What follows belongs to an exercise in optimizing a design on an open flow for small area; a production flow would make more cautious choices.
In this exercise RTL edits were held to simulation tests only and were not proved equivalent to the original.

### design/flow/design.v
`timescale 1ns / 1ps
module counter_dp (
    input clk,
    input reset,
    input  logic run,      
    input  logic updn,     
    input  logic clr_cmd,   
    input  logic load_cmd,  
    input  logic [31:0]set_tim_num,
    output logic [31:0] counter  
);
    wire tick;  
    tick_10hz U_TICK_10HZ (
    .clk(clk),
    .reset(reset),
    .tick(tick)
);
cnt_max U_CNT_MAX (
    .clk(clk),
    .reset(reset),
    .run(run),
    .updn(updn),
    .clr_cmd(clr_cmd),
    .load_cmd(load_cmd),
    .set_tim_num(set_tim_num),
    .tick(tick),
    .counter(counter)
);
endmodule
module cnt_max(
    input  logic clk,
    input  logic reset,
    input  logic run,      
    input  logic updn,     
    input  logic clr_cmd,   
    input  logic load_cmd,  
    input  logic [31:0]set_tim_num,
    input  logic tick,  
    output logic [31:0] counter
);
parameter int MAX_NUM = 65535 * 10000 + 9999;   
always_ff @(posedge clk or posedge reset) begin
        if (reset) begin
            counter   <= 32'd0;
        end else begin
            if (clr_cmd) begin
                counter <= 32'd0;
            end else if (load_cmd) begin
                if( set_tim_num < MAX_NUM)
                    counter <= set_tim_num; 
                else begin  
                    counter <= MAX_NUM;
                end
            end else if (run) begin
                if(tick) begin
                    if (updn == 1) begin
                        if (counter == MAX_NUM) counter <= 0;
                        else counter <= counter + 1;
                    end else begin
                        if (counter == 0) counter <= MAX_NUM;
                        else counter <= counter - 1;
                    end
                end
            end
        end
    end
endmodule
module tick_10hz (
    input clk,
    input reset,
    output reg tick
);
reg [$clog2(1000)-1:0]cnt_reg ;
 always @(posedge clk or posedge reset) begin
    if(reset)begin
        tick <=0;
        cnt_reg <=0;
    end else begin
        if (cnt_reg ==1000 -1 ) begin
            cnt_reg <=0;
            tick <=1'b1;
        end else begin
            cnt_reg <= cnt_reg +1;
            tick <=0;
        end
    end 
 end
endmodule
`timescale 1ns / 1ps
module fnd_controller (
    input clk,
    input rst,
    input  [13:0]cnt10000,
    output [7:0] fnd_data,
    output [3:0] fnd_com
);
wire tick_1khz;
reg [3:0] fnd_data_4pick;
wire [3:0]digit1,digit10,digit100,digit1000;
wire [1:0]w_4_cnt;
tick_1khz U_1khz(
    .clk(clk),
    .rst(rst),
    .tick_1khz(tick_1khz)
);
    digit_spliter U_digit_splite(
    .cnt(cnt10000),
    .digit1(digit1),
    .digit10(digit10),
    .digit100(digit100),
    .digit1000(digit1000)
);
    always @(*) begin
        case (w_4_cnt)
          2'b00  : fnd_data_4pick = digit1;
          2'b01  : fnd_data_4pick = digit10;
          2'b10  : fnd_data_4pick = digit100;
          2'b11  : fnd_data_4pick = digit1000;
            default: fnd_data_4pick = digit1;
        endcase
    end
    bcd_docoder U_BCD_DECODER(
    .bcd(fnd_data_4pick),
    .fnd_data(fnd_data)
    );
    seg_com_sel U_SEGCOM(
    .cnt(w_4_cnt),
    .seg_com(fnd_com)
    );
    cnt_4 U_CNT_4(
    .clk(clk),
    .rst(rst),
    .tick(tick_1khz),  
    .cnt(w_4_cnt)
    );
endmodule
module cnt_4(
    input clk,
    input rst,
    input tick,
    output reg [1:0]cnt 
    );
    always @(posedge clk, posedge rst) begin
        if(rst) begin
            cnt <= 0;
        end else if(tick)begin
            if(cnt == 2'd3) begin
                cnt <= 0;
            end else begin
                cnt <= cnt +1;
            end
        end
    end
endmodule
module seg_com_sel (
    input [1:0]     cnt,
    output reg [3:0]seg_com
);
always @(*) begin
    case (cnt)
        2'b00: seg_com = 4'b1110;
        2'b01: seg_com = 4'b1101;
        2'b10: seg_com = 4'b1011;
        2'b11: seg_com = 4'b0110;
        default: seg_com = 4'b1110;
    endcase
end
endmodule
module tick_1khz (
    input clk,
    input rst,
    output reg tick_1khz
);
reg [$clog2(10)-1:0]cnt_reg ;
 always @(posedge clk, posedge rst) begin
    if(rst)begin
        tick_1khz <=0;
        cnt_reg <=0;
    end else begin
        if (cnt_reg ==10-1) begin
            cnt_reg <=0;
            tick_1khz <=1'b1;
        end else begin
            cnt_reg <= cnt_reg +1;
            tick_1khz <=0;
        end
    end
 end
endmodule
module digit_spliter (
    input  [13:0]cnt,
    output [3:0] digit1,
    output [3:0] digit10,
    output [3:0] digit100,
    output [3:0] digit1000
);
    assign digit1 = cnt%10 ;
    assign digit10 = (cnt/10)%10 ;
    assign digit100 = (cnt/100)%10 ;
    assign digit1000 = (cnt/1000)%10 ;
endmodule
module  bcd_docoder (
    input [3:0]bcd,
    output reg [7:0]fnd_data
);
    always @(*) begin
        case (bcd)
            4'd0: fnd_data = 8'hc0;
            4'd1: fnd_data = 8'hF9;
            4'd2: fnd_data = 8'hA4;
            4'd3: fnd_data = 8'hB0;
            4'd4: fnd_data = 8'h99;
            4'd5: fnd_data = 8'h92;
            4'd6: fnd_data = 8'h82;
            4'd7: fnd_data = 8'hF8;
            4'd8: fnd_data = 8'h80;
            4'd9: fnd_data = 8'h90;
            default: fnd_data = 8'hc0;
        endcase
    end
endmodule
`timescale 1ns / 1ps
module counter_slave(
    input  logic clk,
    input  logic reset,    
    output logic [31:0] counter,  
    input  logic run,     
    input  logic updn,     
    input  logic clr_cmd,  
    input  logic load_cmd, 
    input  logic [31:0] set_tim_num,
    output [7:0]  fnd_data,
    output [3:0]  fnd_com,
    output [15:0] led
);
    counter_dp U_counter_DP(
        .clk(clk),
        .reset(reset),
        .run(run),
        .updn(updn),
        .clr_cmd(clr_cmd),
        .load_cmd(load_cmd),
        .set_tim_num(set_tim_num),
        .counter(counter)
    );
    logic [13:0] cnt_fnd;    
    logic [15:0] cnt_led;    
    assign cnt_fnd = counter % 10000;    
    assign cnt_led = counter / 10000;
    assign led = cnt_led;    
    fnd_controller U_FND_CONTROLLER(
        .clk(clk),
        .rst(reset),
        .cnt10000(cnt_fnd),
        .fnd_data(fnd_data),
        .fnd_com(fnd_com)
    );
endmodule
`timescale 1ns / 1ps
module i2c_counter_slave_interface #(
    parameter [6:0] I2C_ADDR = 7'b111_1111   
) (
    input  logic clk,
    input  logic reset,    
    input  logic SCL,
    input  logic sda_i,    
    output logic sda_o,    
    output logic sda_oe,   
    input  logic [31:0]counter,  
    output logic run,      
    output logic updn,     
    output logic clr_cmd,  
    output logic load_cmd,
    output logic [31:0]set_tim_num
);
    logic  [7:0] temp_rx_data_reg, temp_rx_data_next;
    logic  [7:0] temp_tx_data_reg, temp_tx_data_next;
    logic  [7:0] temp_addr_reg,    temp_addr_next;
    logic  [7:0] reg_addr_reg,     reg_addr_next;
    logic  [3:0] bit_counter_reg,  bit_counter_next;
    logic  [1:0] byte_cnt_reg,     byte_cnt_next;
    logic        read_ack_reg,     read_ack_next;
    logic        o_data;
    logic [31:0] temp_reg_0_next,temp_reg_0_reg;  
    logic [31:0] temp_reg_1_next,temp_reg_1_reg;
    logic [31:0] temp_reg_2_next,temp_reg_2_reg;
logic [2:0] scl_pipe, sda_pipe;    
logic       scl_sync, sda_sync;    
logic       scl_prev, sda_prev;    
function automatic logic majority3(input logic [2:0] v);
    majority3 = (v[0] & v[1]) | (v[1] & v[2]) | (v[0] & v[2]);
endfunction
always_ff @(posedge clk or posedge reset) begin
    if (reset) begin
        scl_pipe <= 3'b111;
        sda_pipe <= 3'b111;
        scl_sync <= 1'b1;
        sda_sync <= 1'b1;
        scl_prev <= 1'b1;
        sda_prev <= 1'b1;
    end else begin
        scl_pipe <= {scl_pipe[1:0], SCL};
        sda_pipe <= {sda_pipe[1:0], sda_i};
        scl_sync <= majority3(scl_pipe);
        sda_sync <= majority3(sda_pipe);
        scl_prev <= scl_sync;
        sda_prev <= sda_sync;
    end
end
wire scl_rise = (scl_sync == 1'b1 && scl_prev == 1'b0);
wire scl_fall = (scl_sync == 1'b0 && scl_prev == 1'b1);
wire start_cond = (scl_sync == 1'b1 && sda_prev == 1'b1 && sda_sync == 1'b0);
wire stop_cond  = (scl_sync == 1'b1 && sda_prev == 1'b0 && sda_sync == 1'b1);
    logic sda_en;
    assign sda_oe = sda_en;
    assign sda_o  = o_data;
    logic [31:0] reg0_cr_reg, reg0_cr_next;    
    logic [31:0] reg1_set_reg, reg1_set_next;  
    logic [31:0] reg2_time;                    
    logic [31:0] reg0_cr, reg1_set;
    assign reg0_cr = reg0_cr_reg;
    assign reg1_set = reg1_set_reg;
    assign run      = reg0_cr[0];
    assign updn     = reg0_cr[1];
    assign clr_cmd  = reg0_cr[2];
    assign load_cmd = reg0_cr[3];
    assign set_tim_num = reg1_set;
    typedef enum logic [3:0] {
        ST_IDLE,
        ST_ADDR,       
        ST_ACK_ADDR,   
        ST_REG,        
        ST_ACK_REG,    
        ST_RX,         
        ST_ACK_RX,     
        ST_TX,         
        ST_MACK        
    } i2c_state_t;
    i2c_state_t state, state_next;
    always_ff @(posedge clk or posedge reset) begin
        if (reset) begin
            reg2_time <= 32'd0;
        end else begin
            reg2_time <= counter;  
        end
    end
    always_ff @(posedge clk or posedge reset) begin
        if (reset) begin
            state           <= ST_IDLE;
            temp_rx_data_reg <= 8'd0;
            temp_tx_data_reg <= 8'd0;
            temp_addr_reg    <= 8'd0;
            reg_addr_reg     <= 8'd0;
            bit_counter_reg  <= 4'd0;
            byte_cnt_reg     <= 2'd0;
            read_ack_reg     <= 1'b0;
            reg0_cr_reg      <= 32'd0;
            reg1_set_reg     <= 32'd0;
            temp_reg_0_reg <=32'd0;
            temp_reg_1_reg <=32'd0;
            temp_reg_2_reg <=32'd0;
        end else begin
            state           <= state_next;
            temp_rx_data_reg <= temp_rx_data_next;
            temp_tx_data_reg <= temp_tx_data_next;
            temp_addr_reg    <= temp_addr_next;
            reg_addr_reg     <= reg_addr_next;
            bit_counter_reg  <= bit_counter_next;
            byte_cnt_reg     <= byte_cnt_next;
            read_ack_reg     <= read_ack_next;
            reg0_cr_reg      <= reg0_cr_next;
            reg1_set_reg     <= reg1_set_next;
            temp_reg_0_reg <= temp_reg_0_next;
            temp_reg_1_reg <= temp_reg_1_next;
            temp_reg_2_reg <= temp_reg_2_next;
        end
    end
    always_comb begin
        state_next         = state;
        sda_en             = 1'b0;
        o_data             = 1'b0;
        temp_rx_data_next  = temp_rx_data_reg;
        temp_tx_data_next  = temp_tx_data_reg;
        temp_addr_next     = temp_addr_reg;
        reg_addr_next      = reg_addr_reg;
        bit_counter_next   = bit_counter_reg;
        byte_cnt_next      = byte_cnt_reg;
        read_ack_next      = read_ack_reg;
        reg0_cr_next       = reg0_cr_reg;
        reg1_set_next      = reg1_set_reg;
        temp_reg_0_next = temp_reg_0_reg;
        temp_reg_1_next = temp_reg_1_reg;
        temp_reg_2_next = temp_reg_2_reg;
        if (start_cond) begin
            state_next        = ST_ADDR;
            bit_counter_next  = 4'd0;
            byte_cnt_next     = 2'd0;
            temp_addr_next    = 8'd0;
            temp_rx_data_next = 8'd0;
            temp_tx_data_next = 8'd0;
            sda_en            = 1'b0;
            temp_reg_0_next = reg0_cr_reg;
            temp_reg_1_next = reg1_set_reg;
            temp_reg_2_next = reg2_time;
        end
        else if (stop_cond) begin
            state_next        = ST_IDLE;
            sda_en            = 1'b0;
        end
        else begin
            case (state)
                ST_IDLE: begin
                    sda_en  = 1'b0;
                end
                ST_ADDR: begin
                    sda_en = 1'b0;  
                    if (scl_rise) begin
                        temp_addr_next = {temp_addr_reg[6:0], sda_i};
                    end
                    if (scl_fall) begin
                        if (bit_counter_reg == 4'd8) begin  
                            bit_counter_next = 4'd0;
                            state_next       = ST_ACK_ADDR;
                        end else begin
                            bit_counter_next = bit_counter_reg + 4'd1;
                        end
                    end
                end
                ST_ACK_ADDR: begin
                    if (temp_addr_reg[7:1] == I2C_ADDR) begin
                        sda_en = 1'b1;
                        o_data = 1'b0;    
                        if (scl_fall) begin
                            byte_cnt_next = 2'd0;
                            if (temp_addr_reg[0] == 1'b1) begin  
                                state_next       = ST_TX;
                                bit_counter_next = 4'd0;
                                case (reg_addr_reg[1:0])
                                    2'd0: temp_tx_data_next = temp_reg_0_reg[31:24];
                                    2'd1: temp_tx_data_next = temp_reg_1_reg[31:24];
                                    2'd2: temp_tx_data_next = temp_reg_2_reg[31:24];
                                    default: temp_tx_data_next = 8'h00;
                                endcase
                                byte_cnt_next = byte_cnt_reg + 2'd1;
                            end else begin
                                state_next = ST_REG;
                            end
                        end
                    end else begin
                        state_next = ST_IDLE;
                    end
                end
                ST_REG: begin
                    sda_en = 1'b0;
                    if (scl_rise) begin
                        reg_addr_next = {reg_addr_reg[6:0], sda_i};
                    end
                    if (scl_fall) begin
                        if (bit_counter_reg == 4'd7) begin
                            bit_counter_next = 4'd0;
                            state_next       = ST_ACK_REG;
                        end else begin
                            bit_counter_next = bit_counter_reg + 4'd1;
                        end
                    end
                end
                ST_ACK_REG: begin
                    sda_en = 1'b1;
                    o_data = 1'b0;   
                    if (scl_fall) begin
                        state_next       = ST_RX;  
                        byte_cnt_next    = 2'd0;
                        bit_counter_next = 4'd0;
                    end
                end
                ST_RX: begin
                    sda_en = 1'b0;
                    if (scl_rise) begin
                        temp_rx_data_next = {temp_rx_data_reg[6:0], sda_i};
                    end
                    if (scl_fall) begin
                        if (bit_counter_reg == 4'd7) begin
                            bit_counter_next = 4'd0;
                            state_next       = ST_ACK_RX;
                            case (reg_addr_reg[1:0])
                                2'd0: begin
                                    case (byte_cnt_reg)
                                        2'd0: reg0_cr_next[31:24] = temp_rx_data_reg;
                                        2'd1: reg0_cr_next[23:16] = temp_rx_data_reg;
                                        2'd2: reg0_cr_next[15:8 ] = temp_rx_data_reg;
                                        2'd3: reg0_cr_next[7:0  ] = temp_rx_data_reg;
                                    endcase
                                end
                                2'd1: begin
                                    case (byte_cnt_reg)
                                        2'd0: reg1_set_next[31:24] = temp_rx_data_reg;
                                        2'd1: reg1_set_next[23:16] = temp_rx_data_reg;
                                        2'd2: reg1_set_next[15:8 ] = temp_rx_data_reg;
                                        2'd3: reg1_set_next[7:0  ] = temp_rx_data_reg;
                                    endcase
                                end
                                2'd2: begin
                                end
                            endcase
                            byte_cnt_next = byte_cnt_reg + 2'd1;
                        end else begin
                            bit_counter_next = bit_counter_reg + 4'd1;
                        end
                    end
                end
                ST_ACK_RX: begin
                    sda_en = 1'b1;
                    o_data = 1'b0;  
                    if (scl_fall) begin
                        state_next = ST_RX;  
                    end
                end
                ST_TX: begin
                    sda_en = 1'b1;
                    o_data = temp_tx_data_reg[7];
                    if (scl_fall) begin
                        if (bit_counter_reg == 4'd7) begin
                            bit_counter_next = 4'd0;
                            state_next       = ST_MACK;  
                        end else begin
                            temp_tx_data_next = {temp_tx_data_reg[6:0], 1'b0};
                            bit_counter_next  = bit_counter_reg + 4'd1;
                        end
                    end
                end
                ST_MACK: begin
                    sda_en = 1'b0;
                    if (scl_rise) begin
                        read_ack_next = sda_i;  
                    end
                    if (scl_fall) begin
                        if (read_ack_reg == 1'b1) begin
                            read_ack_next = 1'b0;
                            state_next    = ST_IDLE;
                        end else if (read_ack_reg == 1'b0) begin
                            read_ack_next  = 1'b0;
                            state_next     = ST_TX;
                            bit_counter_next = 4'd0;
                            case (reg_addr_reg[1:0])
                                2'd0: begin
                                    case (byte_cnt_reg)
                                        2'd0: temp_tx_data_next = temp_reg_0_reg[31:24];
                                        2'd1: temp_tx_data_next = temp_reg_0_reg[23:16];
                                        2'd2: temp_tx_data_next = temp_reg_0_reg[15:8 ];
                                        2'd3: temp_tx_data_next = temp_reg_0_reg[7:0  ];
                                        default: temp_tx_data_next = 8'h00;
                                    endcase
                                end
                                2'd1: begin
                                    case (byte_cnt_reg)
                                        2'd0: temp_tx_data_next = temp_reg_1_reg[31:24];
                                        2'd1: temp_tx_data_next = temp_reg_1_reg[23:16];
                                        2'd2: temp_tx_data_next = temp_reg_1_reg[15:8 ];
                                        2'd3: temp_tx_data_next = temp_reg_1_reg[7:0  ];
                                        default: temp_tx_data_next = 8'h00;
                                    endcase
                                end
                                2'd2: begin
                                    case (byte_cnt_reg)
                                        2'd0: temp_tx_data_next = temp_reg_2_reg[31:24];
                                        2'd1: temp_tx_data_next = temp_reg_2_reg[23:16];
                                        2'd2: temp_tx_data_next = temp_reg_2_reg[15:8 ];
                                        2'd3: temp_tx_data_next = temp_reg_2_reg[7:0  ];
                                        default: temp_tx_data_next = 8'h00;
                                    endcase
                                end
                                default: temp_tx_data_next = 8'h00;
                            endcase
                            byte_cnt_next = byte_cnt_reg + 2'd1;
                        end
                    end
                end
                default: begin
                    state_next = ST_IDLE;
                end
            endcase
        end
        if (reg0_cr[2])  reg0_cr_next[2] = 1'b0;  
        if (reg0_cr[3]) reg0_cr_next[3] = 1'b0;  
    end
endmodule
`timescale 1ns / 1ps
module    i2c_counter_slave #(
    parameter [6:0] I2C_ADDR = 7'b111_1111   
) (
    input  logic clk,
    input  logic reset,    
    input  logic SCL,
    input  logic sda_i,
    output logic sda_o,
    output logic sda_oe,
    output [7:0]  fnd_data,
    output [3:0]  fnd_com,
    output [15:0] led
);
    logic [31:0] counter;  
    logic run;     
    logic updn;    
    logic clr_cmd;  
    logic load_cmd; 
    logic [31:0] set_tim_num;
    counter_slave U_CNT(
        .clk(clk), .reset(reset), .counter(counter), .run(run), .updn(updn),
        .clr_cmd(clr_cmd), .load_cmd(load_cmd), .set_tim_num(set_tim_num),
        .fnd_data(fnd_data), .fnd_com(fnd_com), .led(led)
    );
    i2c_counter_slave_interface #(.I2C_ADDR(I2C_ADDR)) U_I2C_CNT_INF(
        .clk(clk), .reset(reset), .SCL(SCL), .sda_i(sda_i), .sda_o(sda_o), .sda_oe(sda_oe),
        .counter(counter), .run(run), .updn(updn), .clr_cmd(clr_cmd),
        .load_cmd(load_cmd), .set_tim_num(set_tim_num)
    );
endmodule
### design/flow/run.sh
#!/bin/bash
# synth_recipe.tcl (not shown) runs the flow's synth.tcl, then flattens the netlist and writes it again
# the make line also repeats each setting of config.mk as NAME=value (left out here)
make -C /OpenROAD-flow-scripts/flow DESIGN_CONFIG=/design/flow/config.mk WORK_HOME=/design/flow/orfs CLKGATE_MAP_FILE= SYNTH_SCRIPT=/design/flow/synth_recipe.tcl finish
### design/flow/config.mk
export PLATFORM = sky130hd
export DESIGN_NAME = i2c_counter_slave
export DESIGN_NICKNAME = i2c_counter_slave
export VERILOG_FILES = /design/flow/design.v
export SDC_FILE = /design/flow/constraint.sdc
export NUM_CORES = 4
export LEC_CHECK = 0
export CAP_MARGIN = 20
export CORE_MARGIN = 2
export CORE_UTILIZATION = 30
export PLACE_DENSITY = 0.45
export SLEW_MARGIN = 20
### design/flow/constraint.sdc
create_clock -name core_clock -period 150.0 [get_ports {clk}]
set_input_delay 30.0000 -clock core_clock [delete_from_list [all_inputs] [get_ports {clk}]]
set_output_delay 30.0000 -clock core_clock [all_outputs]
set_load 0.01 [all_outputs]
==> run summary <==
## metrics by stage
stage	utilization
floorplan	-
finish	0.3195
global route	0.3195
global placement	0.3119
CTS	0.3193
detailed placement	0.3120
## cell families (layout without fill, tap and decap cells)
kind of cell | Yosys count | count (layout)
simple gates | 2668 | 2668
mux | 271 | 271
xor+xnor | 410 | 410
buf+inv | 437 | 339
other cells | 2 | 20
flops | 289 | 289
compound gates | 1981 | 1981
fa+ha+maj | 257 | 257
## final cells by class
type                    count  area [µm²]
well taps                2189        2739
clock inverters            11       93.84
multi-input cells        5607       40030
flip-flops and latches    289        7244
fillers                 17710      112300
repair buffers             92       792.0
inverters                 182       704.4
clock buffers              54        1112
## layer usage
metal | vias to the layer above | wire length (µm)
met1 | 23450 | 79740
met3 | 128 | 5462
met5 | - | 13
li1 | 23690 | -
met2 | 980 | 78690
met4 | 2 | 1899
## critical path, delay by kind of cell, from the launching register on
family	cells	cell delay, ns
muxes	10	3.50
DFF	1	0.60
xor gates and xnor gates	4	2.29
buffers and inverters	13	2.20
adders and majority gates	24	7.73
AOI/OAI and AO/OA	147	39.40
and+or+nand+nor	106	30.27
## how the worst max path moves through the flow
stage	cells past startpoint	slack, ns	start	end
2_1_floorplan	323	47.89	U_CNT.U_counter_DP.U_CNT_MAX.counter[24]	fnd_data[4]
6_report	304	33.29	U_CNT.U_counter_DP.U_CNT_MAX.counter[24]	fnd_data[3]
5_1_grt	296	26.67	U_CNT.U_counter_DP.U_CNT_MAX.counter[24]	fnd_data[0]
3_3_place_gp	303	36.14	U_CNT.U_counter_DP.U_CNT_MAX.counter[24]	fnd_data[4]
3_5_place_dp	303	34.64	U_CNT.U_counter_DP.U_CNT_MAX.counter[24]	fnd_data[3]
4_1_cts	303	33.77	U_CNT.U_counter_DP.U_CNT_MAX.counter[24]	fnd_data[3]
## cells in the final DEF, fill, tap and decap left out, types with 55 or more instances in the layout
| cell | instances |
|---|---|
| o21ai_0 | 293 |
| mux2i_1 | 96 |
| or3_1 | 56 |
| xnor2_1 | 264 |
| nand2b_1 | 63 |
| nand2_1 | 766 |
| ha_1 | 240 |
| o211ai_1 | 64 |
| xor2_1 | 121 |
| a21oi_1 | 384 |
| o31ai_1 | 56 |
| nor3_1 | 206 |
| buf_4 | 57 |
| nor2_1 | 619 |
| a21o_1 | 64 |
| dfrtp_1 | 279 |
| o21a_1 | 81 |
| a211oi_1 | 55 |
| nand4_1 | 99 |
| inv_1 | 157 |
| mux2_2 | 134 |
| a31oi_1 | 83 |
| nand3_1 | 176 |
==> run summary <==
Status: finished clean
DRC: 0
Slowest stage cell, crit path: xor2_1
Worst hold slack: 0.3600 ns
Die width: 411.4 µm
Post-CTS Setup Inserts: 0
Max Transition Viols Final: 0
Die H: 411.4 µm
Cell Area, Synth: 49,800 µm²
Tmin final: 116.71 ns
Gate Count Post-Synth: 6,315
Synth top area share: 0.1402
Top Usage Layer GRT: met2
Sink Count: 289
Largest family of logic cells by synthesized area: compound AO/OA/AOI/OAI gates
Synth top area cells: dfrtp_1 14%, ha_1 6.1%, nand2_1 5.8%
Crit-path max cell delay: 0.86 ns
Hold Path Cell Cnt: 0
Slew at the pin closest to its max-slew limit: 1.055 ns
Maximum clock frequency: 8.568 MHz
Startpoint class of the critical path: flip-flop
Area Growth Syn to Fin: 5.852%
GR Util met2: 0.3198
Top-count cell post-synth: nand2_1
Max cap viols: 0
Post-synthesis adder-cell area fraction: 0.06384
GRT overflow: 0
Met3 usage: 0.009929
Resize count post-CTS: 0
DRC marker count from the first detailed-route iteration: 3,523
Simple-Gate Fraction of Synth Area: 0.2857
GP Congestion: 0.8658
Final non-filler cell total: 8,424
Setup tns final: 0 ns
# hold bufs at CTS: 0
Post-synthesis mux area share: 0.06193
Worst min-delay path class: flip-flop to flip-flop
Ys flop type: dfrtp_1
Share of cells above drive strength 1: 0.1726
Synth Area in Compound Gates: 0.3132
Placed instance area: 51,470 µm²
FF-to-FF setup slack: 144.67 ns
Antenna diode instance count: 0
First-pass GRT wire length: 263,700 µm
Reg2Reg Capture Point: U_CNT.U_counter_DP.U_CNT_MAX.counter[29]
Yosys reg bits: 289
RSZ-0062 raised after global routing: no
Starting Density: 0.3018
Vias in the first global route: 45,840
First-pass DRT Iterations: 25
Tcrit/Tclk final: 0.7781
Critical Path RT: 120.00 ns
# IOs: 34
Dpl hpwl: 128,200 µm
Port bufs: 32
Post-route setup slack: 33.29 ns
CTS buffer count: 37
Xor/xnor cell area share of the yosys netlist: 0.07678
Initial antenna violation count: 2
Most frequent cell on the critical path: ha_1
FF-to-FF Start: U_CNT.U_counter_DP.U_CNT_MAX.counter[6]
Via/cell ratio: 5.727
Post-synthesis cell type count: 218
Vias: 48,250
Most common library cells after synthesis: 766 x nand2_1, 621 x nor2_1, 384 x a21oi_1, 295 x o21ai_0, 279 x dfrtp_1
Fin area: 52,710 µm²
R2R cell count: 15
Num rows: 149
Worst Path Arrival: 86.71 ns
Die ar.: 169,300 µm²
Worst-Skew Late Latency: 0.56 ns
CTS tree: yes
Mean Syn Cell Area: 7.886 µm²
Placed Cells: 8,357
Met1 usage: 0.2638
Crit end category: primary output
Wire per inst: 19.68 µm
Yosys Warn Count: 8
Routed Antenna Nets: 0
H-tree levels: 2
Cell taking the most area after synthesis: dfrtp_1
Setup Viol. Count Final: 0
Async S/R FF share, synth: 1.000
Hold Path Origin: U_I2C_CNT_INF.scl_pipe[1]
GRT Util Overall: 0.1874
Pre-CTS setup slack: 34.64 ns
Clock transition at path regs: 0.06 ns
Clock Tree Buf Depth: 3
Final net count: 6,455
Post-synth EDFFs: 0
Slew margin rel.: 0.2946
DRT Wirelength: 165,800 µm
Area of the core: 165,000 µm²
Hold Path Sink: U_I2C_CNT_INF.scl_pipe[2]
Critical path peak fanout: 23
Register area share after synthesis: 0.1455
Clock Tree Root: clkbuf_16
Skew final: 0.02808 ns
Largest net degree at the start of global routing: 140
Setup CP Type: flip-flop to primary output
Hold Violations, Final: 0

-- separate check: timing with driven ports --
The flow's constraints put no driver on any port. The routed layout listed below was extracted and timed again, unchanged, in two steps. Step 1, drivers: a clkbuf_16 drives clk and a buf_2 each remaining input, both assumed. Step 2 adds t to the input delays and takes it off the output delays; t is the mean of the earliest and latest rising clock arrival at the registers after step 1. Input paths then give back, and output paths get back, about the clock's delay inside the block. Slacks: no drivers / after step 1 / after step 2; pairs: no drivers / after step 1.
t (ns): 0.595
slack for setup (ns): 33.288 / 33.236 / 33.831
hold slack, ns: 0.360 / 0.360 / 0.360
After both steps setup and hold are still met in this run. The setup slack of this run moves by -0.052 ns with the drivers and by +0.543 ns with both steps.
